This design comes from an exercise in tuning for small area, a short achievable clock period and few clock cycles on the open sky130 flow, not from production work. RTL that was checked went through simulation tests only; none was proved equivalent to the original. No functional check of the RTL was part of runs 2 to 6. Power is estimated from default activity; no workload was simulated.

File: flow/constraint.sdc
create_clock -name core_clock -period 7.5 [get_ports {clk}]
set_input_delay 1.5000 -clock core_clock [delete_from_list [all_inputs] [get_ports {clk}]]
set_output_delay 1.5000 -clock core_clock [all_outputs]
set_load 0.01 [all_outputs]
File: flow/config.mk
export PLATFORM = sky130hd
export DESIGN_NAME = cascaded_alu
export DESIGN_NICKNAME = cascaded_alu
export VERILOG_FILES = /design/flow/design.v
export SDC_FILE = /design/flow/constraint.sdc
export NUM_CORES = 4
export LEC_CHECK = 0
export CAP_MARGIN = 20
export CORE_MARGIN = 2
export CORE_UTILIZATION = 40
export SLEW_MARGIN = 20
File: flow/design.v
module cascaded_alu (A1, B1, op_sel, clk, rst, start_op, end_op, result);
    parameter DATA_WIDTH = 16;
    parameter RESULT_WIDTH = 32;
    input [DATA_WIDTH-1:0] A1;
    input [DATA_WIDTH-1:0] B1;
    input [2:0] op_sel;
    input clk;
    input rst;
    input start_op;
    output end_op;
    output [RESULT_WIDTH-1:0] result;
    wire end_op_alu1;  
    wire [RESULT_WIDTH-1:0] result_alu1;  
    alu1 #(.DATA_WIDTH(DATA_WIDTH), .RESULT_WIDTH(RESULT_WIDTH)) alu1
    (
        .A(A1),
        .B(B1),
        .op_sel(op_sel),
        .clk(clk),
        .rst(rst),
        .start_op(start_op),
        .end_op(end_op_alu1),
        .result(result_alu1)
    );
    alu2 #(.DATA_WIDTH(DATA_WIDTH), .RESULT_WIDTH(RESULT_WIDTH)) alu2
    (
        .A(result_alu1[RESULT_WIDTH-1:DATA_WIDTH]),
        .B(result_alu1[DATA_WIDTH-1:0]),
        .op_sel(op_sel),
        .clk(clk),
        .rst(rst),
        .start_op(end_op_alu1),
        .end_op(end_op),
        .result(result)
    );
endmodule
module alu1 (A, B, op_sel, clk, rst, start_op, end_op, result);
    parameter DATA_WIDTH = 16;
    parameter RESULT_WIDTH = 32;
    input [DATA_WIDTH-1:0] A;
    input [DATA_WIDTH-1:0] B;
    input [2:0] op_sel;
    input clk;
    input rst;
    input start_op;
    output end_op;
    output [RESULT_WIDTH-1:0] result;
    wire [RESULT_WIDTH-1:0] result_zero, result_single, result_mult;
    wire start_op_zero, start_op_single, start_op_mult, end_op_zero, end_op_single, end_op_mult;
    assign start_op_zero = start_op & op_sel[2];
    assign start_op_single = start_op & (op_sel != 3'b000) & ~op_sel[2];
    assign start_op_mult   = start_op & (op_sel == 3'b000);
    zero_cycle #(.DATA_WIDTH(DATA_WIDTH), .RESULT_WIDTH(RESULT_WIDTH)) pass_through
    (
        .A(A),
        .B(B),
        .op_sel(op_sel),
        .clk(clk),
        .rst(rst),
        .start_op(start_op_zero),
        .end_op(end_op_zero),
        .result(result_zero)
    );
    single_cycle1 #(.DATA_WIDTH(DATA_WIDTH), .RESULT_WIDTH(RESULT_WIDTH)) single
    (
        .A(A),
        .B(B),
        .op_sel(op_sel),
        .clk(clk),
        .rst(rst),
        .start_op(start_op_single),
        .end_op(end_op_single),
        .result(result_single)
    );
    three_cycle #(.DATA_WIDTH(DATA_WIDTH), .RESULT_WIDTH(RESULT_WIDTH)) mult
    (
        .A(A),
        .B(B),
        .clk(clk),
        .rst(rst),
        .start_op(start_op_mult),
        .end_op(end_op_mult),
        .result(result_mult)
    );
    assign result = op_sel[2] ? result_zero : (op_sel == 3'b000) ? result_mult : result_single;
    assign end_op = op_sel[2] ? end_op_zero : (op_sel == 3'b000) ? end_op_mult : end_op_single;
endmodule
module alu2 (A, B, op_sel, clk, rst, start_op, end_op, result);
    parameter DATA_WIDTH = 16;
    parameter RESULT_WIDTH = 32;
    input [DATA_WIDTH-1:0] A;
    input [DATA_WIDTH-1:0] B;
    input [2:0] op_sel;
    input clk;
    input rst;
    input start_op;
    output end_op;
    output [RESULT_WIDTH-1:0] result;
    wire [RESULT_WIDTH-1:0] result_zero, result_single;
    wire start_op_zero, start_op_single, end_op_zero, end_op_single;
    assign start_op_zero = start_op & ~op_sel[2];
    assign start_op_single = start_op & op_sel[2];
    zero_cycle #(.DATA_WIDTH(DATA_WIDTH), .RESULT_WIDTH(RESULT_WIDTH)) pass_through
    (
        .A(A),
        .B(B),
        .op_sel(op_sel),
        .clk(clk),
        .rst(rst),
        .start_op(start_op_zero),
        .end_op(end_op_zero),
        .result(result_zero)
    );
    single_cycle2 #(.DATA_WIDTH(DATA_WIDTH), .RESULT_WIDTH(RESULT_WIDTH)) single
    (
        .A(A),
        .B(B),
        .op_sel(op_sel),
        .clk(clk),
        .rst(rst),
        .start_op(start_op_single),
        .end_op(end_op_single),
        .result(result_single)
    );
    assign result = ~op_sel[2] ? result_zero : result_single;
    assign end_op = ~op_sel[2] ? end_op_zero : end_op_single;
endmodule
module zero_cycle (A, B, op_sel, clk, rst, start_op, end_op, result);
    parameter DATA_WIDTH = 16;
    parameter RESULT_WIDTH = 32;
    input [DATA_WIDTH-1:0] A;
    input [DATA_WIDTH-1:0] B;
    input [2:0] op_sel;
    input clk;
    input rst;
    input start_op;
    output logic end_op;
    output logic [RESULT_WIDTH-1:0] result;
    assign result = {A, B};
    assign end_op = start_op;  
endmodule
module single_cycle1 (A, B, op_sel, clk, rst, start_op, end_op, result);
    parameter DATA_WIDTH = 16;
    parameter RESULT_WIDTH = 32;
    input [DATA_WIDTH-1:0] A;
    input [DATA_WIDTH-1:0] B;
    input [2:0] op_sel;
    input clk;
    input rst;
    input start_op;
    output logic end_op;
    output logic [RESULT_WIDTH-1:0] result;
    always_ff @(posedge clk)
        if (rst)
            result <= '0;
        else
            case(op_sel)
                3'b001 : result <= A + B;
                3'b010 : result <= A - B;
                3'b011 : result <= A + B + 1;
            endcase
    always_ff @(posedge clk)
        if (rst)
            end_op <= '0;
        else
            end_op = (start_op == '1);
endmodule
module single_cycle2 (A, B, op_sel, clk, rst, start_op, end_op, result);
    parameter DATA_WIDTH = 16;
    parameter RESULT_WIDTH = 32;
    input [DATA_WIDTH-1:0] A;
    input [DATA_WIDTH-1:0] B;
    input [2:0] op_sel;
    input clk;
    input rst;
    input start_op;
    output logic end_op;
    output logic [RESULT_WIDTH-1:0] result;
    always_ff @(posedge clk)
        if (rst)
            result <= '0;
        else
            case(op_sel)
                3'b100 : result <= A | B;
                3'b101 : result <= A & B;
                3'b110 : result <= A ^ B;
                3'b111 : result <= {~A, ~B};
            endcase
    always_ff @(posedge clk)
        if (rst)
            end_op <= '0;
        else
            end_op = (start_op == '1);
endmodule
module three_cycle (A, B, clk, rst, start_op, end_op, result);
    parameter DATA_WIDTH = 16;
    parameter RESULT_WIDTH = 32;
    input [DATA_WIDTH-1:0] A;
    input [DATA_WIDTH-1:0] B;
    input clk;
    input rst;
    input start_op;
    output logic end_op;
    output logic [RESULT_WIDTH-1:0] result;
    typedef enum logic [1:0] {
        MUL_IDLE,
        MUL_START,
        MUL_WAIT
    } mul_state_t;
    mul_state_t mul_state;
    always_ff @(posedge clk) begin
        if (rst) begin
            mul_state <= MUL_IDLE;
            end_op <= '0;
            result <= '0;
        end else begin
            unique case (mul_state)
                MUL_IDLE: begin
                    if (start_op) begin
                        mul_state <= MUL_START;
                    end
                    end_op <= '0;
                end
                MUL_START: begin
                    mul_state <= MUL_WAIT;
                end             
                MUL_WAIT: begin
                    result <= A * B;
                    end_op <= '1;
                    mul_state <= MUL_IDLE;
                end
            endcase
        end
    end
endmodule
File: flow/run.sh
#!/bin/bash
# synth_recipe.tcl (not shown) runs the flow's synth.tcl, then flattens the netlist and writes it again
# the make line also repeats each setting of config.mk as NAME=value (left out here)
make -C /OpenROAD-flow-scripts/flow DESIGN_CONFIG=/design/flow/config.mk WORK_HOME=/design/flow/orfs CLKGATE_MAP_FILE= SYNTH_SCRIPT=/design/flow/synth_recipe.tcl finish
==> impl_metrics.ini, run 1 <==
[run_status]
status = timing/DRC/antenna clean

[clock_network]
cts_hold_buf = 0
cts-buffers-inserted = 9
clk_path_buf_depth = 2
root_buffer = clkbuf_16
worstSkewPairLatency_ns = 0.36
cts_tree = built
cts.clk_slew.worst_paths_ns = 0.07
cts_max_level = 3
cts.sinks = 88

[pwr]
irDropWorstVdd_mv = 0.558
switching_share_pct = 48.1
leakagePower_nw = 9.11
power.density_nw_per_um2 = 456
p_comb_share_pct = 88.1
p_int_mw = 4.43
seq_power_share_pct = 5.9
p_sw_mw = 4.10
pwr-share-clk_pct = 6.0

[final_layout]
n_antenna_cell = 0
nets = 2548
design_area_um2 = 18700
area_growth_pct = 21.5
drive_above_1_share_pct = 14.7

[worst_hold_path]
worstHoldEndpoint = alu1.single.result[12]
hold_class = reg -> reg
worstHoldStart = alu1.single.result[12]
worstHoldPathCells = 2

[grt]
grt.met2_usage_pct = 45.6
gr-usage-met3_pct = 4.41
grt_pass1_wl_mm = 82.4
top_usage_layer = met2
met1_usage_pct = 34.1
grt_usage_pct = 26.8
grt_overflow = 0
antenna_found_initial = 0
grt_pass1_vias = 14500
grt_max_degree = 92

[setup_path]
path_max_fanout = 7
cp-start-kind = input pin
arrival_ns = 7.64
reg2reg_to = alu2.single.result[6]
cp_cell_sequence = clkdlybuf4s50_1, buf_12, clkinvlp_4, nor2_4, fa_1, inv_1, fa_1, fa_1, inv_1, fa_1, fa_1, inv_1, fa_1, inv_1, ha_1, nand3_4, nor2_4, a31oi_4, a31oi_4, o211ai_1, a21oi_2, a31oi_1, or4_1, o311ai_0
critPathKind = in -> reg
regToRegSetupSlack_ns = 4.93
worst_ep_required_time_ns = 7.75
slowest_stage = fa_1
cp-end-kind = register
critPathTopFamily = adder cells
path_buf_inv = 7
slowest_delay_ns = 0.52
crit_top_cell = fa_1
reg2reg_depth = 9
r2r_start = alu1.single.result[30]

[yosys]
synth_area_per_cell_um2 = 7.93
synth_area_um2 = 15400
ys_top_cells_by_area = fa_1, ha_1, dfxtp_1
postSynthCellCount = 1940
ys_top_cells_by_count = inv_1, nor2_1, nand2_1
synth_edf_count = 0
synth_cell_types = 84
synth_flop_cell = dfxtp_1
synthesis.nets = 2346
ys_warn_count = 3
synthArstFlopShare_pct = 0
synth_top_area_share_pct = 25.5
synth_most_common_cell = inv_1
ys_seq_area_share_pct = 11.4
yosys.area.top_type = fa_1
synth_seq_cells = 88

[timing]
post-route-period-util_pct = 98.5
hold_viol = 0
drv_slew = 0
tns_ns = 0
worstMarginPinSlew_ns = 1.04
period_minus_slack_ns = 7.39
timing.fmax_mhz = 135
rsz0062_at_grt = yes
max_slew_margin_pct = 30.4
skew_ns = 0.00831
setup_viol_count_final = 0

[drt]
first_iter_violations = 1149
firstDrtPassIters = 6
antenna_left = 0
drc = 0
wl_mm = 53.8
routed_via_density = 5.35
wl_per_cell_um = 20.2
dr_total_vias = 14200

[die]
row_count = 71
core_um2 = 37800
dieArea_um2 = 40100
initial_core_util_pct = 40.8
die_width_um = 200
die_h_um = 200
ios = 71

[place]
place_congestion = 0.922
port_buffers = 70
dp_hpwl_mm = 43.6
dpl_cell_area_um2 = 17900

[run]
drv_cap = 0
area by class of cell:
type / count / area, um^2
multi-input cells: 1386 / 12100
flip-flops and latches: 88 / 1760
clock buffers: 9 / 225
fillers: 3600 / 19100
repair buffers: 290 / 2510
inverters: 367 / 1390
clock inverters: 7 / 103
well taps: 511 / 639
registers in the layout, summed over array words and instances, names as in the netlist:
name                 cells
alu1.mult.result        32
alu2.single.result      32
alu1.single.result      19
alu1.mult.mul_state      2
alu1.mult.end_op         1
alu1.single.end_op       1
alu2.single.end_op       1
placed cells by master, fill, tap and decap left out, types with 6 or more instances in the layout:
cell type        instances
a21oi_1                138
buf_12                   9
mux4_2                   6
a21o_1                  36
nor3_1                  10
nor2b_1                 24
buf_6                    9
o22ai_1                 13
inv_1                  350
clkbuf_16                9
clkinv_1                 6
dfxtp_1                 88
xor2_1                  17
o21ai_0                 36
mux2i_1                 36
and3_1                   7
nand2b_1                14
clkdlybuf4s50_1         56
ha_1                   166
a31oi_1                  7
o21a_1                   6
a21oi_2                  6
buf_4                  201
xnor2_1                 36
nor2_1                 234
inv_2                    7
dlymetal6s2s_1          10
nand2_1                202
o211ai_1                 6
fa_1                   192
a211oi_1                47
nand3_1                 13
power by group through the flow:
stage | Sequential [mW] | Clock, mW | Combinational, mW
after floorplan | 0.508 | 0 | 3.81
after global placement | 0.511 | 0 | 6.86
after detailed placement | 0.512 | 0 | 6.90
after CTS | 0.501 | 0.521 | 6.98
after global routing | 0.503 | 0.539 | 8.24
final | 0.501 | 0.513 | 7.52
worst register-to-register path, cell delays in order (launching register included):
cell and delay, ns:
dfxtp_1 0.33, inv_1 0.04, o21ai_0 0.40, buf_4 0.30, a21oi_1 0.08, a21o_1 0.28
ha_1 0.32, inv_1 0.04, mux4_2 0.45, a211oi_1 0.24
metrics by stage:
step | worst slack (ns) | power (mW) | hold WS, ns | utilization [%] | instances
after floorplan | 0.377 | 4.32 | 0.427 | - | 1940
after global placement | -0.391 | 7.37 | 0.438 | 47.4 | 2624
after detailed placement | -0.548 | 7.41 | 0.442 | 47.4 | 2624
after CTS | 0.0103 | 8.00 | 0.452 | 48.4 | 2642
after global routing | -0.102 | 9.28 | 0.461 | 49.5 | 2658
final | 0.111 | 8.53 | 0.451 | 49.5 | 2658
worst max path at each step:
stage / startpoint / end / slack, ns / cells past startpoint
after floorplan: B1[4] / alu1.mult.result[30] / 0.38 / 23
after global placement: A1[9] / alu1.mult.result[30] / -0.39 / 23
after detailed placement: A1[9] / alu1.mult.result[30] / -0.55 / 23
after CTS: A1[6] / alu1.mult.result[31] / 0.01 / 23
after global routing: A1[14] / alu1.mult.result[30] / -0.10 / 22
final: A1[8] / alu1.mult.result[29] / 0.11 / 24
what timing repair did:
item	in CTS	in global routing
gates cloned	0	0
setup endpoints to repair	3	16
buffers inserted	2	16
pin swaps	0	22
resized for setup	5	73
routing by layer:
layer / vias up / wire (um)
met5: - / 0
met4: 0 / 2310
met3: 119 / 3390
met2: 501 / 25700
met1: 6988 / 22400
li1: 6621 / -
cell families (layout without fill, tap and decap cells):
kind of cell / after synthesis / in the layout / synth area share [%]
and+or+nand+nor: 561 / 561 / 15.8
AOI/OAI and AO/OA: 360 / 360 / 15.2
muxes: 44 / 44 / 3.37
xor gates and xnor gates: 53 / 53 / 3.02
buffers and inverters: 466 / 673 / 11.7
adders and majority gates: 368 / 368 / 39.5
DFF: 88 / 88 / 11.4
Testbench counts, summed over its fixed seeds: cycles 53,994.
==> run 2: changes to the inputs <==
==> flow/design.v (replaced) <==
module cascaded_alu (A1, B1, op_sel, clk, rst, start_op, end_op, result);
    input  [15:0] A1;
    input  [15:0] B1;
    input  [2:0]  op_sel;
    input         clk;
    input         rst;
    input         start_op;
    output        end_op;
    output [31:0] result;
    localparam W = 4;
    localparam K = 16 / W;
    reg  [K:1]  s;       
    reg  [31:0] r;       
    wire mstart = start_op & (op_sel == 3'd0);
    always @(posedge clk)
        if (rst) s <= '0;
        else     s <= {s[K-1:1], mstart};
    reg [W-1:0] dig;
    integer i;
    always @* begin
        dig = {W{start_op}} & B1[W-1:0];
        for (i = 1; i < K; i = i + 1)
            dig = dig | ({W{s[i]}} & B1[i*W +: W]);
    end
    wire [15:0]   acc = start_op ? 16'd0 : r[31:16];
    wire [15+W:0] t   = acc + A1 * dig;
    always @(posedge clk)
        r <= {t, r[15:W]};
    wire        sub  = op_sel[1] & ~op_sel[0];
    wire [16:0] sum  = {1'b0, A1} + {1'b0, B1 ^ {16{sub}}} + op_sel[1];
    wire [15:0] ahi  = {{15{sub & ~sum[16]}}, sum[16] ^ sub};
    reg [31:0] res;
    always @* begin
        case (op_sel)
            3'd0:    res = r;
            3'd1, 3'd2, 3'd3: res = {ahi, sum[15:0]};
            3'd4:    res = {16'd0, A1 | B1};
            3'd5:    res = {16'd0, A1 & B1};
            3'd6:    res = {16'd0, A1 ^ B1};
            default: res = {~A1, ~B1};
        endcase
    end
    assign result = res;
    assign end_op = (start_op & (op_sel != 3'd0)) | s[K];
endmodule
==> run 2 against run 1 <==
Against the previous run:
- sequential power fell by 35%
- wire length fell by 67%
- still clean on timing, DRC and antenna
- combinational power fell by about 90%
- critical endpoint is now result[27]
- critical path depth fell by 6
- highest routed layer unchanged
- largest power group unchanged
==> impl_metrics.ini, run 2 <==
[timing]
max_slew_margin_pct = 42.2
worstMarginPinSlew_ns = 0.866
period_minus_slack_ns = 7.19
drv_slew = 0
tns_ns = 0
hold_viol = 0
post-route-period-util_pct = 95.8
setup_viol_count_final = 0
skew_ns = 0.00907
postLayoutSetupSlackWorst_ns = 0.314
rsz0062_at_grt = no
timing.fmax_mhz = 139

[setup_path]
reg2reg_depth = 14
cp-end-kind = output pin
critPathKind = in -> out
worst_ep_required_time_ns = 6.00
path_max_fanout = 15
cp-start-kind = input pin
arrival_ns = 5.69
reg2reg_to = r[28]
r2r_start = s[2]
regToRegSetupSlack_ns = 2.61

[clock_network]
cts-buffers-inserted = 5
root_buffer = clkbuf_16
cts.sinks = 36
clk_path_buf_depth = 2
cts_tree = built
cts.clk_slew.worst_paths_ns = 0.05
worstSkewPairLatency_ns = 0.29
cts_hold_buf = 0
cts_max_level = 2

[die]
initial_core_util_pct = 40.8
die_h_um = 126
ios = 71
die_width_um = 126
row_count = 44
dieArea_um2 = 15800
core_um2 = 14500

[worst_hold_path]
worstHoldStart = r[5]
hold_class = reg -> reg
worstHoldPathCells = 0
worstHoldEndpoint = r[1]

[final_layout]
final_cell_mix = a21oi_1, inv_1, ha_1, clkdlybuf4s50_1, fa_1
area_growth_pct = 17.9
reg.largest.list = r (32), s (4)
drive_above_1_share_pct = 5.74
largest_reg_flops = 32
largest-register = r
final_common_cell = a21oi_1
n_antenna_cell = 0
design_area_um2 = 6990
nets = 959

[yosys]
ys_seq_area_share_pct = 12.2
synth_seq_cells = 36
ys_warn_count = 1
synth_top_area_share_pct = 16.0
synth_most_common_cell = a21oi_1
ys_top_cells_by_count = a21oi_1, inv_1, ha_1
synth_area_um2 = 5930
synth_flop_cell = dfxtp_1
synthesis.nets = 903
synth_edf_count = 0
ys_top_cells_by_area = ha_1, fa_1, dfxtp_1
postSynthCellCount = 744
synthArstFlopShare_pct = 0
synth_area_per_cell_um2 = 7.97
yosys.area.top_type = ha_1
synth_cell_types = 58

[drt]
firstDrtPassIters = 6
routed_via_density = 5.66
first_iter_violations = 450
dr_total_vias = 5571
wl_per_cell_um = 17.9
wl_mm = 17.6
antenna_left = 0
drc = 0

[place]
dpl_cell_area_um2 = 6840
place_congestion = 0.915
port_buffers = 70
pre_cts_ws_ns = 0.334
dp_hpwl_mm = 14.2

[grt]
grt_usage_pct = 22.4
grt_overflow = 0
antenna_found_initial = 0
grt_pass1_vias = 5580
grt_max_degree = 34
grt_pass1_wl_mm = 28.7

[run_status]
status = timing/DRC/antenna clean

[run]
drv_cap = 0

[pwr]
leakagePower_nw = 3.32
power.density_nw_per_um2 = 185
irDropWorstVdd_mv = 0.0931
## run 2: cell count changes in the layout (fill, tap and decap cells not counted), moves of 12 or more
cell	before	now
o21ai_0	36	20
a211oi_1	47	6
a21o_1	36	15
buf_4	201	17
clkdlybuf4s50_1	56	69
nand2_1	202	37
mux2i_1	36	4
ha_1	166	76
nor2b_1	24	12
dfxtp_1	88	36
a21oi_1	138	119
fa_1	192	45
inv_1	350	111
nor2_1	234	25
## run 2: critical path: stages
cell             delay, ns
clkdlybuf4s50_1       0.41
nand2b_1              0.23
xnor2_1               0.22
fa_1                  0.23
inv_1                 0.06
fa_1                  0.40
a21o_1                0.21
a2111o_1              0.42
nand4_1               0.14
a31oi_1               0.13
a21o_1                0.20
a21oi_1               0.14
ha_1                  0.20
and2_1                0.15
buf_4                 0.23
a21oi_1               0.07
o22ai_1               0.19
clkdlybuf4s50_1       0.56
## run 2: cell type report
cell class	instances	area [um^2]
flip-flops and latches	36	721
inverters	112	420
well taps	184	230
clock buffers	6	139
multi-input cells	557	4630
repair buffers	88	835
clock inverters	2	10.0
fillers	1466	7540
## run 2: power breakdown
part           leakage (nW)  internal [mW]  switching [mW]
clock network        0.0766          0.131          0.0850
registers             0.301          0.274          0.0501
logic                  2.95          0.341           0.412
total                  3.32          0.746           0.547
## run 2: timing repair
| action | 4_1_cts | 5_1_grt |
|---|---|---|
| setup buffers | 0 | 0 |
| resized for setup | 0 | 1 |
| setup endpoints to repair | 0 | 1 |
## run 2: logic make-up after synthesis
family	after synthesis	synth area share, %
AOI/OAI and AO/OA	254	26.7
xor gates and xnor gates	41	6.06
muxes	10	2.95
adders and majority gates	121	31.2
and+or+nand+nor	131	11.2
buffers and inverters	151	9.71
DFF	36	12.2
## run 2: worst max-delay path by stage
stage,endpoint,slack [ns],from,depth (start not counted)
after floorplan,result[21],0.78,op_sel[1],19
after global placement,result[23],0.46,op_sel[0],18
after detailed placement,result[29],0.33,B1[0],18
after CTS,result[27],0.30,B1[0],18
after global routing,result[23],0.02,B1[0],18
final,result[27],0.31,op_sel[0],18
## run 2: metrics by stage
| stage | utilization, % | hold WS (ns) | total power [mW] | instances |
|---|---|---|---|---|
| after floorplan | - | 0.324 | 0.826 | 744 |
| after global placement | 47.0 | 0.345 | 1.06 | 977 |
| after detailed placement | 47.0 | 0.340 | 1.07 | 977 |
| after CTS | 48.1 | 0.352 | 1.29 | 985 |
| after global routing | 48.1 | 0.354 | 1.40 | 985 |
| final | 48.1 | 0.351 | 1.29 | 985 |
## run 2: metal layers
layer | vias up | routed length [um] | track usage (%)
met5 | - | 0 | 0
met3 | 23 | 1180 | 3.19
met1 | 2643 | 7780 | 30.1
met2 | 217 | 8360 | 38.3
li1 | 2688 | - | -
met4 | 0 | 290 | 5.17
==> run 3: changes to the inputs <==
--- a/flow/config.mk
+++ b/flow/config.mk
@@ -10,2 +10,3 @@
 export CORE_UTILIZATION = 40
+export SETUP_SLACK_MARGIN = 2.0
 export SLEW_MARGIN = 20
==> run 3 against run 2 <==
Against the previous run:
- first-iteration DRC count grew 20%
- register-to-register slack gained 0.51 ns
- synthesized cell count is the same
- sequential share of layout area shrank 1.1 points
- clock skew shrank 0.0017 ns
- clock-buffer cell count shrank 1
- flip-flop and latch count is the same
- hold slack lost 0.0016 ns
- worst setup slack gained 1.1 ns
- sequential power is essentially flat
- global-route usage grew 2.1 points
- critical path depth is the same
- largest power group unchanged
==> impl_metrics.ini, run 3 <==
[yosys]
synth_top_area_share_pct = 16.0
synth_flop_cell = dfxtp_1
ys_seq_area_share_pct = 12.2
synth_seq_cells = 36
synth_edf_count = 0
synthesis.nets = 903
synth_area_um2 = 5930
synthArstFlopShare_pct = 0
ys_top_cells_by_count = a21oi_1, inv_1, ha_1
ys_warn_count = 1
yosys.area.top_type = ha_1
ys_top_cells_by_area = ha_1, fa_1, dfxtp_1
synth_area_per_cell_um2 = 7.97
postSynthCellCount = 744
synth_most_common_cell = a21oi_1
synth_cell_types = 58

[timing]
period_minus_slack_ns = 6.11
post-route-period-util_pct = 81.5
drv_slew = 0
timing.fmax_mhz = 164
skew_ns = 0.00736
max_slew_margin_pct = 48.8
hold_viol = 0
setup_viol_count_final = 0
tns_ns = 0
worstMarginPinSlew_ns = 0.766
rsz0062_at_grt = yes
postLayoutSetupSlackWorst_ns = 1.39

[grt]
grt_max_degree = 48
grt_usage_pct = 24.5
grt_overflow = 0
antenna_found_initial = 0
grt_pass1_wl_mm = 31.2
grt_pass1_vias = 6018

[drt]
antenna_left = 0
routed_via_density = 5.77
drc = 0
wl_per_cell_um = 19.3
dr_total_vias = 5983
wl_mm = 20.0
firstDrtPassIters = 5
first_iter_violations = 538

[die]
initial_core_util_pct = 40.8
row_count = 44
core_um2 = 14500
dieArea_um2 = 15800
ios = 71
die_h_um = 126
die_width_um = 126

[final_layout]
reg.largest.list = r (32), s (4)
final_common_cell = inv_1
nets = 1011
drive_above_1_share_pct = 28.1
area_growth_pct = 31.9
largest_reg_flops = 32
fillers = 1368
design_area_um2 = 7820
n_antenna_cell = 0
largest-register = r
final_cell_mix = inv_1, a21oi_1, ha_1, buf_4, fa_1

[worst_hold_path]
hold_class = reg -> reg
worstHoldStart = r[15]

[clock_network]
cts.sinks = 36
cts_max_level = 2
worstSkewPairLatency_ns = 0.29
cts_tree = built
cts-buffers-inserted = 5
root_buffer = clkbuf_16
cts.clk_slew.worst_paths_ns = 0.05
clk_path_buf_depth = 2

[pwr]
irDropWorstVdd_mv = 0.134
power.density_nw_per_um2 = 184
leakagePower_nw = 3.77

[setup_path]
cp-start-kind = input pin
critPathKind = in -> out
r2r_start = s[2]
worst_ep_required_time_ns = 6.00
crit_path_start = op_sel[0]
arrival_ns = 4.61
regToRegSetupSlack_ns = 3.12
cp-end-kind = output pin
path_max_fanout = 8

[place]
port_buffers = 70
pre_cts_ws_ns = 0.314
dp_hpwl_mm = 14.9
dpl_cell_area_um2 = 6990
place_congestion = 0.980

[run]
drv_cap = 0

[run_status]
status = timing/DRC/antenna clean
-- run 3: cell counts after synthesis --
Identical to the previous run, type by type.
-- run 3: cell families (layout without fill, tap and decap cells) --
logic type      Yosys count  in the layout  share of synthesized area, %
fa+ha+maj               121            121                          31.2
compound gates          254            254                          26.7
mux                      10             10                          2.95
flops                    36             36                          12.2
simple gates            131            131                          11.2
buf+inv                 151            260                          9.71
xor+xnor                 41             41                          6.06
-- run 3: cell type report --
| type | count | area, um^2 | share of cell area (%) |
|---|---|---|---|
| Multi-Input combinational cell | 557 | 5160 | 65.9 |
| Inverter | 112 | 425 | 5.44 |
| Clock buffer | 5 | 125 | 1.60 |
| Sequential cell | 36 | 721 | 9.21 |
| Timing Repair Buffer | 140 | 1120 | 14.3 |
| Tap cell | 184 | 230 | 2.94 |
| Clock inverter | 3 | 42.5 | 0.544 |
-- run 3: worst paths after layout --
check,end,cells after the start
worst max-delay path,result[26],18
worst min-delay path,r[11],0
worst max register to register,r[29],16
worst min register to register,r[11],0
-- run 3: what timing repair did --
action / 4_1_cts / 5_1_grt
pin swaps: 42 / 40
cloned: 2 / 0
resized for setup: 202 / 81
setup endpoints to repair: 43 / 36
hold buffers: 0 / 0
buffers inserted: 27 / 22
-- run 3: worst max-delay path, stage by stage --
cell and delay [ns]:
buf_6 0.09, nand2b_4 0.17, xnor2_2 0.15, fa_2 0.23, inv_2 0.04, fa_2 0.34, a21o_1 0.18, a2111o_1 0.40
nand4_1 0.16, a31oi_2 0.11, a21o_1 0.20, a21oi_2 0.18, ha_4 0.16, nor2b_4 0.19, buf_8 0.17, a21oi_1 0.06
o22ai_2 0.12, buf_2 0.15
-- run 3: layer usage --
metal / global-route usage [%] / wire [um]
met4: 9.24 / 646
met2: 41.8 / 9600
met3: 2.85 / 1270
met5: 0 / 0
met1: 31.9 / 8480
-- run 3: power breakdown --
group / internal, mW / switching [mW]
Combinational: 0.390 / 0.480
Clock: 0.156 / 0.0892
Sequential: 0.273 / 0.0538
-- run 3: through the flow --
step                utilization [%]  power [mW]  hold WS, ns  std cells
CTS                            51.6        1.38        0.351       1015
global route                   53.8        1.54        0.361       1037
global placement               48.1        1.09        0.338        978
finish                         53.8        1.44        0.349       1037
detailed placement             48.1        1.10        0.338        978
floorplan                         -       0.851        0.324        744
==> run 4: changes to the inputs <==
--- a/flow/design.v
+++ b/flow/design.v
@@ -11,2 +11,26 @@
     localparam K = 16 / W;
+    localparam N = 16 + W;
+    function automatic [32:0] padd(input [31:0] x, input [31:0] y, input ci, input integer n);
+        reg [31:0] g, p, h;
+        reg [32:0] c;
+        integer i, l, j;
+        begin
+            h = x ^ y;
+            g = x & y;
+            p = h;
+            g[0] = g[0] | (p[0] & ci);
+            for (l = 0; (1 << l) < n; l = l + 1)
+                for (i = 0; i < n; i = i + 1)
+                    if ((i >> l) & 1) begin
+                        j = ((i >> l) << l) - 1;
+                        g[i] = g[i] | (p[i] & g[j]);
+                        p[i] = p[i] & p[j];
+                    end
+            c = {g, ci};
+            padd = 33'd0;
+            for (i = 0; i < n; i = i + 1)
+                padd[i] = h[i] ^ c[i];
+            padd[n] = c[n];
+        end
+    endfunction
     reg  [K:1]  s;       
@@ -24,8 +48,20 @@
     end
-    wire [15:0]   acc = start_op ? 16'd0 : r[31:16];
-    wire [15+W:0] t   = acc + A1 * dig;
+    reg [N-1:0] cs_s, cs_c, row;
+    reg [32:0]  tsum;
+    integer j;
+    always @* begin
+        cs_s = {{W{1'b0}}, start_op ? 16'd0 : r[31:16]};
+        cs_c = {N{1'b0}};
+        for (j = 0; j < W; j = j + 1) begin
+            row  = {{W{1'b0}}, A1 & {16{dig[j]}}} << j;
+            {cs_s, cs_c} = {cs_s ^ cs_c ^ row,
+                            ((cs_s & cs_c) | (cs_s & row) | (cs_c & row)) << 1};
+        end
+        tsum = padd(cs_s, cs_c, 1'b0, N);
+    end
     always @(posedge clk)
-        r <= {t, r[15:W]};
+        r <= {tsum[N-1:0], r[15:W]};
     wire        sub  = op_sel[1] & ~op_sel[0];
-    wire [16:0] sum  = {1'b0, A1} + {1'b0, B1 ^ {16{sub}}} + op_sel[1];
+    wire [32:0] asum = padd({16'd0, A1}, {16'd0, B1 ^ {16{sub}}}, op_sel[1], 16);
+    wire [16:0] sum  = asum[16:0];
     wire [15:0] ahi  = {{15{sub & ~sum[16]}}, sum[16] ^ sub};
==> run 4 against run 3 <==
Against the previous run:
- first-iteration DRC count shrank 7.8%
- largest power group unchanged
- synthesized cell count decreased by 0.94%
- cell count decreased by 1.9%
- critical path depth decreased by 1
- still clean
==> impl_metrics.ini, run 4 <==
[run_status]
status = timing/DRC/antenna clean

[drt]
firstDrtPassIters = 5
routed_via_density = 5.55
dr_total_vias = 5641
wl_per_cell_um = 18.8
antenna_left = 0
wl_mm = 19.1
drc = 0
first_iter_violations = 496

[timing]
setup_viol_count_final = 0
hold_viol = 0
drv_slew = 0
rsz0062_at_grt = yes
period_minus_slack_ns = 5.84
timing.fmax_mhz = 171
worstMarginPinSlew_ns = 1.08
post-route-period-util_pct = 77.9
max_slew_margin_pct = 28.1
skew_ns = 0.00542
whs_ns = 0.360
tns_ns = 0
postLayoutSetupSlackWorst_ns = 1.66

[clock_network]
cts_max_level = 2
cts_hold_buf = 0
worstSkewPairLatency_ns = 0.30
root_buffer = clkbuf_16
cts_tree = built
cts-buffers-inserted = 5
cts.clk_slew.worst_paths_ns = 0.06
clk_path_buf_depth = 2
cts.sinks = 36

[final_layout]
largest-register = r
final_cells = 1017
fin_util_pct = 53.6
final_cell_mix = inv_1, ha_1, a21oi_1, nand2_1
final_common_cell = inv_1
drive_above_1_share_pct = 25.0
reg.largest.list = r (32), s (4)
n_antenna_cell = 0
largest_reg_flops = 32
fillers = 1323
nets = 1008
design_area_um2 = 7490
area_growth_pct = 29.9

[yosys]
postSynthCellCount = 737
synthesis.nets = 909
ys_top_cells_by_area = fa_1, ha_1, dfxtp_1
ys_seq_area_share_pct = 12.5
ys_warn_count = 1
synth_seq_cells = 36
ys_top_cells_by_count = inv_1, a21oi_1, ha_1
synth_most_common_cell = inv_1
synth_flop_cell = dfxtp_1
synth_area_um2 = 5770
synth_edf_count = 0
yosys.area.top_type = fa_1
synth_area_per_cell_um2 = 7.83
synth_top_area_share_pct = 18.7
synthArstFlopShare_pct = 0
synth_cell_types = 50

[place]
dpl_cell_area_um2 = 6870
dp_hpwl_mm = 14.3
dp_cells = 967
port_buffers = 70
pre_cts_ws_ns = 0.464
place_congestion = 0.910

[setup_path]
cp-start-kind = input pin
cp-end-kind = output pin
path_max_fanout = 8
critPathKind = in -> out
arrival_ns = 4.34
worst_ep_required_time_ns = 6.00

[pwr]
leakagePower_nw = 3.59
fin_total_pwr_mw = 1.39
power.density_nw_per_um2 = 185
irDropWorstVdd_mv = 0.0928

[grt]
grt_usage_pct = 25.8
grt_pass1_wl_mm = 30.0
grt_pass1_vias = 5683
grt_overflow = 0
grt_max_degree = 45
antenna_found_initial = 0

[die]
die_width_um = 124
row_count = 43
die_h_um = 124
core_um2 = 14000
ios = 71
dieArea_um2 = 15400
initial_core_util_pct = 41.3

[worst_hold_path]
hold_class = reg -> reg

[run]
drv_cap = 0
-- run 4: power by group --
group          switching (mW)  total [mW]  internal [mW]  leakage [nW]
Sequential             0.0519       0.326          0.274         0.301
Clock                  0.0987       0.230          0.132        0.0766
Combinational           0.449       0.832          0.383          3.22
Total                   0.600        1.39          0.789          3.59
-- run 4: per-layer routing --
metal | part of all wire, % | track usage (%) | up-vias
met5 | 0 | 0 | -
met4 | 2.5 | 8.57 | 0
met1 | 43 | 34.0 | 2733
met2 | 47 | 42.8 | 227
met3 | 7.0 | 4.62 | 40
li1 | - | - | 2641
-- run 4: cell families (layout without fill, tap and decap cells) --
kind of cell	Yosys count	in the layout	synth area share [%]
AOI/OAI and AO/OA	203	203	21.3
xor gates and xnor gates	33	33	5.01
adders and majority gates	134	134	36.1
and+or+nand+nor	156	156	12.8
buffers and inverters	171	271	11.3
DFF	36	36	12.5
muxes	4	4	1.04
-- run 4: worst max-delay path: stages --
cell and delay (ns):
buf_6 0.09, nand2b_4 0.20, buf_8 0.16, xnor2_1 0.12, ha_1 0.30, and2_4 0.16, o21a_1 0.17, a311oi_2 0.33
a21boi_2 0.11, o21a_1 0.22, nor2_4 0.12, ha_4 0.14, and2_4 0.17, buf_12 0.15, a21oi_2 0.04, o22ai_2 0.20
buf_2 0.16
-- run 4: path summary, 6_finish.rpt --
kind	from	end	slack, ns	cells after the start
min reg2reg	r[7]	r[3]	0.36	0
max	op_sel[0]	result[21]	1.66	17
max reg2reg	s[1]	r[28]	2.72	21
min	r[7]	r[3]	0.36	0
-- run 4: final cells by class --
type,instances,area [um^2],share of cell area [%]
Tap cell,180,225,3.01
Sequential cell,36,721,9.62
Multi-Input combinational cell,530,4870,65.0
Timing Repair Buffer,125,1010,13.5
Clock buffer,6,139,1.85
Clock inverter,2,10.0,0.134
Inverter,138,522,6.96
-- run 4: what timing repair did --
action / CTS / global route
pin swaps: 36 / 24
buffers inserted: 31 / 10
gates resized for setup: 203 / 60
endpoints found under the setup margin: 46 / 36
cloned: 1 / 0
==> run 5: changes to the inputs <==
--- a/flow/config.mk
+++ b/flow/config.mk
@@ -10,3 +10,3 @@
 export CORE_UTILIZATION = 40
-export SETUP_SLACK_MARGIN = 2.0
+export SETUP_SLACK_MARGIN = 3.0
 export SLEW_MARGIN = 20
==> run 5 against run 4 <==
Against the previous run:
- highest routed layer unchanged
- worst setup slack got worse by 0.030 ns
- synthesized area did not move
- critical path type unchanged
- global-route usage rose by 1.4 points
- combinational power rose by 14%
- cell area rose by 8.6%
- still clean on timing, DRC and antenna
- power rose by 11%
- via count rose by 4.6%
- largest cell class unchanged
- sequential power barely moved
- clock-buffer cell count fell by 1
- hold slack got worse by 0.0046 ns
- first-iteration DRC count rose by 4.4%
==> impl_metrics.ini, run 5 <==
[run_status]
status = timing/DRC/antenna clean

[clock_network]
clk_path_buf_depth = 2
cts_max_level = 2
root_buffer = clkbuf_16
cts_tree = built
cts.clk_slew.worst_paths_ns = 0.07
cts-buffers-inserted = 5
cts_hold_buf = 0
worstSkewPairLatency_ns = 0.30
cts.sinks = 36

[timing]
worstMarginPinSlew_ns = 0.705
whs_ns = 0.355
drv_slew = 0
max_slew_margin_pct = 53.0
skew_ns = 0.00497
rsz0062_at_grt = yes
setup_viol_count_final = 0
hold_viol = 0
timing.fmax_mhz = 170
tns_ns = 0
period_minus_slack_ns = 5.87
post-route-period-util_pct = 78.3

[final_layout]
fillers = 1251
largest_reg_flops = 32
multi_input_area_um2 = 5090
final_cells = 1057
largest-register = r
seqCellArea_um2 = 721
n_antenna_cell = 0
nets = 1048
design_area_um2 = 8140
area_growth_pct = 41.1
drive_above_1_share_pct = 32.3
reg.largest.list = r (32), s (4)
final_common_cell = inv_1
final_cell_mix = inv_1, a21oi_1, ha_1, buf_4, nand2_1

[pwr]
p_int_mw = 0.884
switching_share_pct = 42.6
leakagePower_nw = 3.89
p_sw_mw = 0.657
pwr-share-clk_pct = 17.0
power.density_nw_per_um2 = 189
irDropWorstVdd_mv = 0.105
p_comb_share_pct = 61.7
seq_power_share_pct = 21.3

[yosys]
synth_edf_count = 0
ys_top_cells_by_area = fa_1, ha_1, dfxtp_1
ys_top_cells_by_count = inv_1, a21oi_1, ha_1
synth_most_common_cell = inv_1
yosys.area.top_type = fa_1
synth_area_um2 = 5770
synth_top_area_share_pct = 18.7
postSynthCellCount = 737
synthesis.nets = 909
synth_cell_types = 50
synth_flop_cell = dfxtp_1
synthArstFlopShare_pct = 0
synth_area_per_cell_um2 = 7.83
synth_seq_cells = 36
ys_warn_count = 1
ys_seq_area_share_pct = 12.5

[die]
die_width_um = 124
ios = 71
die_h_um = 124
initial_core_util_pct = 41.3
row_count = 43
dieArea_um2 = 15400
core_um2 = 14000

[grt]
antenna_found_initial = 0
grt_pass1_wl_mm = 31.6
grt_usage_pct = 27.2
grt_pass1_vias = 6011
grt_max_degree = 45
grt_overflow = 0

[drt]
wl_mm = 20.4
dr_total_vias = 5901
firstDrtPassIters = 5
first_iter_violations = 518
wl_per_cell_um = 19.3
routed_via_density = 5.58
drc = 0
antenna_left = 0

[setup_path]
arrival_ns = 4.37
cp-end-kind = output pin
path_max_fanout = 7
cp-start-kind = input pin
cp_cell_sequence = buf_6, nand2b_4, buf_6, buf_6, xnor2_2, ha_1, a21o_1, a311oi_2, a21boi_2, o21a_1, nor2_4, ha_4, and2_4, buf_12, buf_16, a21oi_4, o22ai_2, buf_2
worst_ep_required_time_ns = 6.00
slowest_stage = ha_1
slowest_delay_ns = 0.32
crit_top_cell = buf_6
critPathKind = in -> out

[place]
place_congestion = 0.880
port_buffers = 70
dp_cells = 968
dpl_cell_area_um2 = 6940
dp_hpwl_mm = 14.2

[run]
drv_cap = 0

[worst_hold_path]
hold_class = reg -> reg
-- run 5: cell counts after synthesis --
No cell type changed its count.
-- run 5: cell type report --
type,count,area share (%)
clock inverters,3,0.522
multi-input cells,531,62.5
well taps,180,2.77
flip-flops and latches,36,8.85
repair buffers,164,17.4
clock buffers,5,1.54
inverters,138,6.41
-- run 5: power by group through the flow --
stage          registers [mW]  clock network [mW]  logic [mW]
2_1_floorplan           0.301                   0       0.561
6_report                0.328               0.262       0.950
3_3_place_gp            0.325                   0       0.773
4_1_cts                 0.322               0.264       0.863
5_1_grt                 0.332               0.271        1.06
3_5_place_dp            0.325                   0       0.787
-- run 5: logic make-up after synthesis --
| logic type | count (synthesis) | share of synthesized area [%] |
|---|---|---|
| buf+inv | 171 | 11.3 |
| compound gates | 203 | 21.3 |
| mux | 4 | 1.04 |
| xor+xnor | 33 | 5.01 |
| fa+ha+maj | 134 | 36.1 |
| simple gates | 156 | 12.8 |
| flops | 36 | 12.5 |
-- run 5: critical path: cells and delay by family --
kind	cells	cell delay (ns)
simple gates	3	0.48
compound gates	6	1.03
xor+xnor	1	0.13
buf+inv	6	0.76
fa+ha+maj	2	0.47
-- run 5: what timing repair did --
item | CTS | global route
setup endpoints to repair | 50 | 48
gates resized for setup | 277 | 52
cloned | 2 | 0
buffers inserted | 60 | 19
pin swaps | 63 | 54
-- run 5: final timing paths --
check / from / to / slack [ns] / cells after the start
worst max-delay path: op_sel[0] / result[25] / 1.63 / 18
worst min-delay path: r[5] / r[1] / 0.36 / 0
worst max register to register: s[2] / r[29] / 2.60 / 21
worst min register to register: r[5] / r[1] / 0.36 / 0
-- run 5: layer usage --
metal	share of wire [%]	track usage, %
met2	48	43.8
met5	0	0
met1	42	35.6
met4	4.0	12.8
met3	6.7	4.58
-- run 5: metrics by stage --
step           setup slack (ns)  power [mW]  utilization (%)
2_1_floorplan              1.63       0.863                -
3_3_place_gp              0.531        1.10             49.6
3_5_place_dp              0.473        1.11             49.6
4_1_cts                    1.64        1.45             55.7
5_1_grt                    1.55        1.66             58.2
6_report                   1.63        1.54             58.2
==> run 6: changes to the inputs <==
--- a/flow/config.mk
+++ b/flow/config.mk
@@ -7,2 +7,3 @@
 export LEC_CHECK = 0
+export ABC_AREA = 1
 export CAP_MARGIN = 20
==> run 6 against run 5 <==
Against the previous run:
- sequential share of layout area rose by 0.21 points
- cell area fell by 2.3%
- maximum frequency rose by 6.0%
- critical endpoint is now r[28]
- clock power fell by 4%
- power fell by 4.4%
- combinational power fell by 6.5%
- cell count rose by 1.9%
- largest cell class unchanged
- synthesized cell count rose by 4.2%
- wire length fell by 13%
- non-clock buffer count fell by 22
- register-to-register slack improved by 0.21 ns
==> impl_metrics.ini, run 6 <==
[run_status]
status = timing/DRC/antenna clean

[clock_network]
cts.sinks = 36
worstSkewPairLatency_ns = 0.30
cts-buffers-inserted = 5
cts.clk_slew.worst_paths_ns = 0.07
root_buffer = clkbuf_16
cts_tree = built
clk_path_buf_depth = 2
cts_max_level = 2
cts_hold_buf = 0

[worst_hold_path]
hold_class = reg -> reg
worstHoldPathCells = 0

[timing]
post-route-period-util_pct = 73.8
drv_slew = 0
period_minus_slack_ns = 5.54
max_slew_margin_pct = 57.3
hold_viol = 0
timing.fmax_mhz = 181
rsz0062_at_grt = yes
skew_ns = 0.0111
tns_ns = 0
postLayoutSetupSlackWorst_ns = 1.96
setup_viol_count_final = 0
worstMarginPinSlew_ns = 0.639

[pwr]
p_comb_share_pct = 60.3
switching_share_pct = 44.0
irDropWorstVdd_mv = 0.139
p_int_mw = 0.824
leakagePower_nw = 4.12
pwr-share-clk_pct = 17.1
p_sw_mw = 0.648
seq_power_share_pct = 22.6
power.density_nw_per_um2 = 185
fin_total_pwr_mw = 1.47

[setup_path]
reg2reg_depth = 21
slowest_stage = fa_1
worst_ep_required_time_ns = 7.67
cp-start-kind = input pin
path_max_fanout = 8
critPathKind = in -> reg
arrival_ns = 5.70
slowest_delay_ns = 0.49
cp-end-kind = register
cp_cell_sequence = buf_8, inv_6, o22ai_4, a221oi_4, nor2_1, ha_1, inv_1, fa_1, inv_2, fa_1, inv_1, fa_1, inv_1, ha_2, inv_2, fa_2, inv_2, nand3_4, nand3_4, nand3_2, nand4_1, fa_2

[drt]
wl_per_cell_um = 16.5
dr_total_vias = 5410
firstDrtPassIters = 4
drc = 0
routed_via_density = 5.02
antenna_left = 0
wl_mm = 17.8
first_iter_violations = 330

[grt]
antenna_found_initial = 0
grt_overflow = 0
met1_usage_pct = 32.0
gr-usage-met3_pct = 4.23
grt_pass1_vias = 5448
top_usage_layer = met2
grt_usage_pct = 24.6
grt_max_degree = 21
grt.met2_usage_pct = 41.9
grt_pass1_wl_mm = 27.7

[yosys]
yosys.area.top_type = fa_1
synth_most_common_cell = inv_1
postSynthCellCount = 768
synth_area_per_cell_um2 = 7.18
synth_area_um2 = 5520
ys_warn_count = 1
ys_top_cells_by_area = fa_1, ha_1, dfxtp_1
ys_seq_area_share_pct = 13.1
synth_cell_types = 35
synthesis.nets = 940
synth_flop_cell = dfxtp_1
ys_top_cells_by_count = inv_1, nand2_1, nor2_1
synth_seq_cells = 36
synth_top_area_share_pct = 19.6
synthArstFlopShare_pct = 0
synth_edf_count = 0

[run]
drv_cap = 0

[final_layout]
multi_input_area_um2 = 4870
fillers = 1216
n_antenna_cell = 0
reg.largest.list = r (32), s (4)
largest_reg_flops = 32
design_area_um2 = 7960
drive_above_1_share_pct = 32.1
fin_util_pct = 59.6
largest-register = r
final_common_cell = inv_1
nets = 1072
final_cell_mix = inv_1, nand2_1, nor2_1, ha_1, buf_4
seqCellArea_um2 = 721
area_growth_pct = 44.2

[die]
die_width_um = 121
initial_core_util_pct = 41.3
core_um2 = 13300
die_h_um = 121
ios = 71
row_count = 42
dieArea_um2 = 14800

[place]
dpl_cell_area_um2 = 6640
place_congestion = 0.940
dp_hpwl_mm = 13.1
pre_cts_ws_ns = 0.557
port_buffers = 70
==> run 6: cell type report <==
cell class	count	share of cell area (%)
multi-input cells	523	61.2
well taps	176	2.77
flip-flops and latches	36	9.06
clock inverters	3	0.535
clock buffers	5	1.57
repair buffers	142	15.3
inverters	192	9.55
==> run 6: per-layer routing <==
layer	share of wire (%)	vias up
li1	-	2611
met1	43	2638
met2	49	143
met3	5.8	18
met4	1.9	0
met5	0	-
==> run 6: power groups by stage <==
| stage | sequential, mW | combinational (mW) | clock [mW] |
|---|---|---|---|
| floorplan | 0.309 | 0.508 | 0 |
| global placement | 0.329 | 0.724 | 0 |
| detailed placement | 0.331 | 0.730 | 0 |
| CTS | 0.327 | 0.790 | 0.255 |
| global route | 0.340 | 0.991 | 0.262 |
| finish | 0.333 | 0.888 | 0.251 |
==> run 6: worst paths after layout <==
kind              endpoint     start  slack [ns]
hold reg to reg       r[6]     r[10]        0.36
setup / recovery     r[28]  start_op        1.96
hold / removal        r[6]     r[10]        0.36
setup reg to reg     r[28]      s[1]        2.81
==> run 6: logic make-up after synthesis <==
| logic type | count (synthesis) | synth area share, % |
|---|---|---|
| flip-flops | 36 | 13.1 |
| AND/OR/NAND/NOR | 259 | 19.0 |
| buffers and inverters | 210 | 14.8 |
| XOR/XNOR | 27 | 4.29 |
| adder cells (fa/ha/maj) | 134 | 37.7 |
| AO/OA/AOI/OAI | 102 | 11.1 |
==> run 6: worst max-delay path: cells and delay by family <==
kind            cells  cell delay, ns
simple gates        5            0.49
buf+inv             8            0.49
fa+ha+maj           7            2.67
compound gates      2            0.55
==> run 6: timing repair <==
| action | in CTS | in global routing |
|---|---|---|
| endpoints found under the setup margin | 50 | 48 |
| gates cloned | 2 | 0 |
| hold endpoints to repair | 0 | 0 |
| pin swaps | 57 | 44 |
| gates resized for setup | 290 | 88 |
| buffers inserted | 39 | 26 |
==> run 6: through the flow <==
stage               std cells  hold slack [ns]
finish                   1077            0.356
CTS                      1051            0.351
global route             1077            0.367
global placement         1002            0.336
floorplan                 768            0.331
detailed placement       1002            0.347
==> run 7: changes to the inputs <==
--- a/flow/design.v
+++ b/flow/design.v
@@ -63,19 +63,22 @@
         r <= {tsum[N-1:0], r[15:W]};
-    wire        sub  = op_sel[1] & ~op_sel[0];
+    wire d0  = (op_sel == 3'd0);
+    wire dar = ~op_sel[2] & (op_sel[1] | op_sel[0]);
+    wire sub = (op_sel == 3'd2);
+    wire d4  = (op_sel == 3'd4);
+    wire d5  = (op_sel == 3'd5);
+    wire d6  = (op_sel == 3'd6);
+    wire d7  = (op_sel == 3'd7);
     wire [32:0] asum = padd({16'd0, A1}, {16'd0, B1 ^ {16{sub}}}, op_sel[1], 16);
-    wire [16:0] sum  = asum[16:0];
-    wire [15:0] ahi  = {{15{sub & ~sum[16]}}, sum[16] ^ sub};
-    reg [31:0] res;
-    always @* begin
-        case (op_sel)
-            3'd0:    res = r;
-            3'd1, 3'd2, 3'd3: res = {ahi, sum[15:0]};
-            3'd4:    res = {16'd0, A1 | B1};
-            3'd5:    res = {16'd0, A1 & B1};
-            3'd6:    res = {16'd0, A1 ^ B1};
-            default: res = {~A1, ~B1};
-        endcase
-    end
-    assign result = res;
-    assign end_op = (start_op & (op_sel != 3'd0)) | s[K];
+    wire        c16  = asum[16];
+    wire [15:0] lo = ({16{d0}}  & r[15:0])
+                   | ({16{dar}} & asum[15:0])
+                   | ({16{d4}}  & (A1 | B1))
+                   | ({16{d5}}  & (A1 & B1))
+                   | ({16{d6}}  & (A1 ^ B1))
+                   | ({16{d7}}  & ~B1);
+    wire [15:0] hi = ({16{d0}}  & r[31:16])
+                   | ({16{d7}}  & ~A1)
+                   | {{15{sub & ~c16}}, dar & (c16 ^ sub)};
+    assign result = {hi, lo};
+    assign end_op = (start_op & ~d0) | s[K];
 endmodule
--- a/flow/config.mk
+++ b/flow/config.mk
@@ -7,3 +7,2 @@
 export LEC_CHECK = 0
-export ABC_AREA = 1
 export CAP_MARGIN = 20
@@ -11,3 +10,3 @@
 export CORE_UTILIZATION = 40
-export SETUP_SLACK_MARGIN = 3.0
+export SETUP_SLACK_MARGIN = 2.0
 export SLEW_MARGIN = 20
==> run 7 against run 6 <==
Against the previous run:
- still clean on timing, DRC and antenna
- clock power shrank 14%
- clock skew is essentially flat
- worst setup slack lost 0.36 ns
- synthesized area grew 1.1%
- maximum frequency shrank 6.1%
- hold slack is essentially flat
- critical path type is now in -> out
==> impl_metrics.ini, run 7 <==
[drt]
routed_via_density = 5.33
wl_mm = 17.8
first_iter_violations = 329
firstDrtPassIters = 5
antenna_left = 0
wl_per_cell_um = 17.9
drc = 0
dr_total_vias = 5280

[die]
dieArea_um2 = 14900
ios = 71
core_um2 = 13800
die_h_um = 122
initial_core_util_pct = 40.5
row_count = 43
die_width_um = 122

[setup_path]
r2r_start = s[1]
slowest_delay_ns = 0.35
arrival_ns = 4.40
slowest_stage = fa_2
crit_path_start = op_sel[0]
cp-end-kind = output pin
cp-start-kind = input pin
worst_ep_required_time_ns = 6.00
crit_top_cell = fa_2
regToRegSetupSlack_ns = 2.90
reg2reg_depth = 20
path_max_fanout = 3
critPathKind = in -> out
cp_cell_sequence = buf_6, nor3_4, xnor2_2, fa_2, inv_2, fa_2, a211oi_2, buf_4, o21ai_4, a21oi_2, nor2b_1, nor2_1, fa_2, xor2_1, a21oi_1, o21ai_1, o21ai_1, buf_2
critPathCapture = result[9]
reg2reg_to = r[28]

[timing]
postLayoutSetupSlackWorst_ns = 1.60
rsz0062_at_grt = yes
skew_ns = 0.0114
timing.fmax_mhz = 170
hold_viol = 0
tns_ns = 0
post-route-period-util_pct = 78.6
worstMarginPinSlew_ns = 0.700
setup_viol_count_final = 0
drv_slew = 0
max_slew_margin_pct = 53.3
period_minus_slack_ns = 5.90

[worst_hold_path]
worstHoldStart = r[13]
hold_class = reg -> reg

[clock_network]
cts-buffers-inserted = 5
cts.sinks = 36
cts.clk_slew.worst_paths_ns = 0.07
clk_path_buf_depth = 2
worstSkewPairLatency_ns = 0.29
cts_max_level = 2
root_buffer = clkbuf_16
cts_tree = built
cts_hold_buf = 0

[yosys]
ys_top_cells_by_area = fa_1, ha_1, dfxtp_1
synth_seq_cells = 36
ys_top_cells_by_count = inv_1, ha_1, a21oi_1
synth_most_common_cell = inv_1
yosys.area.top_type = fa_1
synth_cell_types = 47
ys_warn_count = 1
synth_flop_cell = dfxtp_1
postSynthCellCount = 708
synthArstFlopShare_pct = 0
ys_seq_area_share_pct = 12.9
synth_area_per_cell_um2 = 7.88
synth_area_um2 = 5580
synth_top_area_share_pct = 19.4
synthesis.nets = 880
synth_edf_count = 0

[place]
dp_hpwl_mm = 13.4
port_buffers = 70
place_congestion = 0.951
pre_cts_ws_ns = 0.493

[grt]
grt_max_degree = 52
grt_pass1_wl_mm = 27.9
antenna_found_initial = 0
grt_pass1_vias = 5554
grt_overflow = 0
grt_usage_pct = 24.4

[pwr]
power.density_nw_per_um2 = 184
leakagePower_nw = 3.52
irDropWorstVdd_mv = 0.108

[final_layout]
n_antenna_cell = 0
largest_reg_flops = 32
seqCellArea_um2 = 721
final_cell_mix = inv_1, ha_1, a21oi_1, nand2_1, fa_1
fillers = 1324
area_growth_pct = 31.0
largest-register = r
reg.largest.list = r (32), s (4)
multi_input_area_um2 = 4650
final_common_cell = inv_1
nets = 982
drive_above_1_share_pct = 22.3

[run_status]
status = timing/DRC/antenna clean

[run]
drv_cap = 0
run 7: per-layer routing:
metal  up-vias  GRT usage [%]  share of wire, %
met1      2577           30.6                43
met5         -              0                 0
met4         0           10.8               2.8
met2       146           41.7                50
li1       2523              -                 -
met3        34           3.09               4.8
run 7: worst min-delay path by stage:
stage                      end  slack [ns]  cells after the start
final                     r[9]        0.36                      0
after global routing      r[9]        0.36                      0
after CTS                 r[9]        0.35                      0
after detailed placement  r[9]        0.34                      0
after global placement    r[9]        0.34                      0
after floorplan           r[4]        0.33                      0
run 7: cell families after synthesis:
group	synth area share (%)
adders and majority gates	37.3
and+or+nand+nor	11.9
muxes	0.897
AOI/OAI and AO/OA	20.3
buffers and inverters	11.1
xor gates and xnor gates	5.49
DFF	12.9
run 7: report_power, final:
group	internal [mW]	switching, mW
Clock	0.123	0.0938
Combinational	0.370	0.432
Sequential	0.274	0.0516
Total	0.767	0.577
run 7: critical path, delay by kind of cell:
| family | cells | cell delay, ns |
|---|---|---|
| compound gates | 6 | 0.88 |
| xor+xnor | 2 | 0.32 |
| fa+ha+maj | 3 | 0.78 |
| buf+inv | 4 | 0.45 |
| simple gates | 3 | 0.44 |
run 7: what timing repair did:
| item | CTS | global route |
|---|---|---|
| resized for setup | 202 | 59 |
| pin swaps | 39 | 29 |
| setup buffers | 26 | 16 |
| endpoints found under the setup margin | 48 | 36 |
run 7: cell type report:
cell class / instances / share of cell area (%)
multi-input combinational: 507 / 63.7
timing repair buffer: 124 / 14.4
sequential: 36 / 9.86
inverter: 136 / 6.99
tap: 180 / 3.08
clock buffer: 5 / 1.71
clock inverter: 3 / 0.257
run 7: stage by stage:
step	power, mW	cell area (um^2)	instances	utilization (%)	hold WS, ns
after floorplan	0.796	5770	708	-	0.326
after global routing	1.45	7310	991	53.1	0.364
final	1.34	7310	991	53.1	0.355
after global placement	1.02	6610	941	48.0	0.342
after detailed placement	1.04	6610	941	48.0	0.339
after CTS	1.29	7010	975	50.9	0.353
Testbench counts of run 7, summed over its fixed seeds: cycles 35,988.
==> run 8: changes to the inputs <==
--- a/flow/config.mk
+++ b/flow/config.mk
@@ -7,2 +7,3 @@
 export LEC_CHECK = 0
+export ABC_AREA = 1
 export CAP_MARGIN = 20
==> run 8 against run 7 <==
Against the previous run:
- cell area about the same
- first-iteration DRC count increased by 0.61%
- worst setup slack better by 0.44 ns
- critical path depth grew 4
- sequential power is 5% lower
- critical path type is now in -> reg
- maximum frequency increased by 8.1%
- hold slack worse by 0.0014 ns
- clock power is 6% higher
- still clean on timing, DRC and antenna
- combinational power up 5.4%
- largest cell class unchanged
==> impl_metrics.ini, run 8 <==
[run_status]
status = timing/DRC/antenna clean

[final_layout]
fin_util_pct = 53.3
drive_above_1_share_pct = 21.7
largest-register = r
n_antenna_cell = 0
reg.largest.list = r (32), s (4)
final_common_cell = inv_1
seqCellArea_um2 = 721
largest_reg_flops = 32
nets = 1030
area_growth_pct = 31.4
multi_input_area_um2 = 4370
fillers = 1315
final_cell_mix = inv_1, nand2_1, nor2_1, ha_1, fa_1
final_cells = 1038
design_area_um2 = 7310

[timing]
period_minus_slack_ns = 5.45
tns_ns = 0
setup_viol_count_final = 0
skew_ns = 0.00636
postLayoutSetupSlackWorst_ns = 2.05
post-route-period-util_pct = 72.7
hold_viol = 0
max_slew_margin_pct = 42.6
drv_slew = 0
rsz0062_at_grt = yes
worstMarginPinSlew_ns = 0.861
whs_ns = 0.354
timing.fmax_mhz = 183

[yosys]
synth_area_um2 = 5560
yosys.area.top_type = fa_1
synthArstFlopShare_pct = 0
synth_flop_cell = dfxtp_1
synthesis.nets = 926
postSynthCellCount = 754
ys_top_cells_by_area = fa_1, ha_1, inv_1
ys_seq_area_share_pct = 13.0
synth_top_area_share_pct = 19.4
ys_warn_count = 1
synth_seq_cells = 36
synth_area_per_cell_um2 = 7.37
synth_cell_types = 42
synth_most_common_cell = inv_1
ys_top_cells_by_count = inv_1, nand2_1, ha_1
synth_edf_count = 0

[worst_hold_path]
hold_class = reg -> reg

[grt]
grt_overflow = 0
antenna_found_initial = 0
grt_max_degree = 29
grt_pass1_vias = 5435
grt_pass1_wl_mm = 27.9
grt_usage_pct = 24.5

[setup_path]
slowest_stage = fa_1
path_max_fanout = 4
cp_cell_sequence = buf_6, inv_4, o22ai_4, a221oi_4, buf_6, buf_6, buf_12, nor2_2, ha_1, inv_1, fa_1, fa_1, fa_1, inv_1, ha_2, inv_2, fa_2, nand3b_1, nand2_2, nand3_2, nand3_4, fa_2
slowest_delay_ns = 0.47
worst_ep_required_time_ns = 7.66
arrival_ns = 5.62
cp-start-kind = input pin
critPathKind = in -> reg
cp-end-kind = register

[pwr]
pwr-share-clk_pct = 16.5
p_comb_share_pct = 61.1
p_int_mw = 0.775
power.density_nw_per_um2 = 189
switching_share_pct = 44.0
p_sw_mw = 0.609
leakagePower_nw = 3.94
irDropWorstVdd_mv = 0.115
seq_power_share_pct = 22.4
fin_total_pwr_mw = 1.38

[die]
dieArea_um2 = 14900
initial_core_util_pct = 40.5
die_width_um = 122
core_um2 = 13700
row_count = 43
ios = 71
die_h_um = 122

[clock_network]
worstSkewPairLatency_ns = 0.29
cts-buffers-inserted = 5
cts.clk_slew.worst_paths_ns = 0.06
cts_max_level = 2
cts_tree = built
clk_path_buf_depth = 2
root_buffer = clkbuf_16
cts.sinks = 36

[place]
port_buffers = 70
dp_hpwl_mm = 12.9
place_congestion = 0.896
dpl_cell_area_um2 = 6480
dp_cells = 993
pre_cts_ws_ns = 0.514

[drt]
firstDrtPassIters = 7
antenna_left = 0
drc = 0
routed_via_density = 5.05
dr_total_vias = 5237
wl_mm = 17.4
wl_per_cell_um = 16.8
first_iter_violations = 331

[run]
drv_cap = 0
-- run 8: final timing paths --
path / startpoint / to / cells past startpoint / slack, ns
setup / recovery: B1[0] / r[28] / 22 / 2.05
hold / removal: r[5] / r[1] / 0 / 0.35
setup reg to reg: s[1] / r[28] / 21 / 2.88
hold reg to reg: r[5] / r[1] / 0 / 0.35
-- run 8: routing by layer --
metal	wire [um]	global-route usage, %
met1	7490	31.7
met5	0	0
met2	8460	41.0
met4	635	9.91
met3	804	3.56
-- run 8: repair_timing --
item,in CTS,in global routing
pin swaps,26,38
setup endpoints to repair,47,38
buffers inserted,21,15
cloned,2,0
hold buffers,0,0
resized for setup,203,69
-- run 8: power by group through the flow --
stage	Clock [mW]	Combinational (mW)	Sequential [mW]
2_1_floorplan	0	0.500	0.297
3_3_place_gp	0	0.720	0.312
3_5_place_dp	0	0.735	0.314
4_1_cts	0.233	0.774	0.309
5_1_grt	0.240	0.954	0.316
6_report	0.229	0.845	0.310
-- run 8: area by class of cell --
class / count / share of cell area [%]
Multi-Input combinational cell: 499 / 59.8
Inverter: 204 / 10.8
Sequential cell: 36 / 9.86
Timing Repair Buffer: 112 / 14.3
Clock buffer: 7 / 2.09
Tap cell: 180 / 3.08
-- run 8: critical path: cells and delay by family --
kind	cells	cell delay [ns]
buffers and inverters	8	0.72
and+or+nand+nor	5	0.54
AOI/OAI and AO/OA	2	0.31
adders and majority gates	7	2.52
-- run 8: logic make-up after synthesis --
family	count (synthesis)	synth area share (%)
AND/OR/NAND/NOR	252	18.8
flip-flops	36	13.0
adder cells (fa/ha/maj)	134	37.4
AO/OA/AOI/OAI	87	11.2
XOR/XNOR	26	4.10
buffers and inverters	219	15.5

## port drivers added, routing unchanged
The results above use ideal ports. As a check the final layouts listed here were re-extracted and re-timed, cells and wires unchanged.
Step 1 assumes that a clkbuf_16 drives the clock port and a buf_2 every other input.
Step 2 also shifts input and output timing later by t, the mid clock arrival at the registers, as if the neighbouring blocks saw the same clock.
a / b / c = ideal / step 1 / step 2; a / b = the first two.
run	t (ns)	setup slack, ns	worst hold slack (ns)
run 1	0.399	0.111 / 0.135 / -0.264	0.451 / 0.451 / 0.451
run 2	0.329	0.314 / 0.290 / 0.290	0.351 / 0.351 / 0.351
run 3	0.325	1.389 / 1.357 / 1.357	0.349 / 0.349 / 0.349
run 4	0.339	1.660 / 1.628 / 1.604	0.360 / 0.360 / 0.360
run 5	0.342	1.630 / 1.594 / 1.407	0.355 / 0.355 / 0.355
run 6	0.329	1.964 / 1.918 / 1.634	0.356 / 0.356 / 0.356
run 7	0.326	1.605 / 1.569 / 1.569	0.355 / 0.355 / 0.355
run 8	0.328	2.046 / 2.003 / 1.731	0.354 / 0.354 / 0.354
With both steps, setup timing fails in run 1, where it was met with ideal ports. For run 1, which loses most, drivers alone change the setup slack by +0.024 ns; drivers and shift together by -0.375 ns.
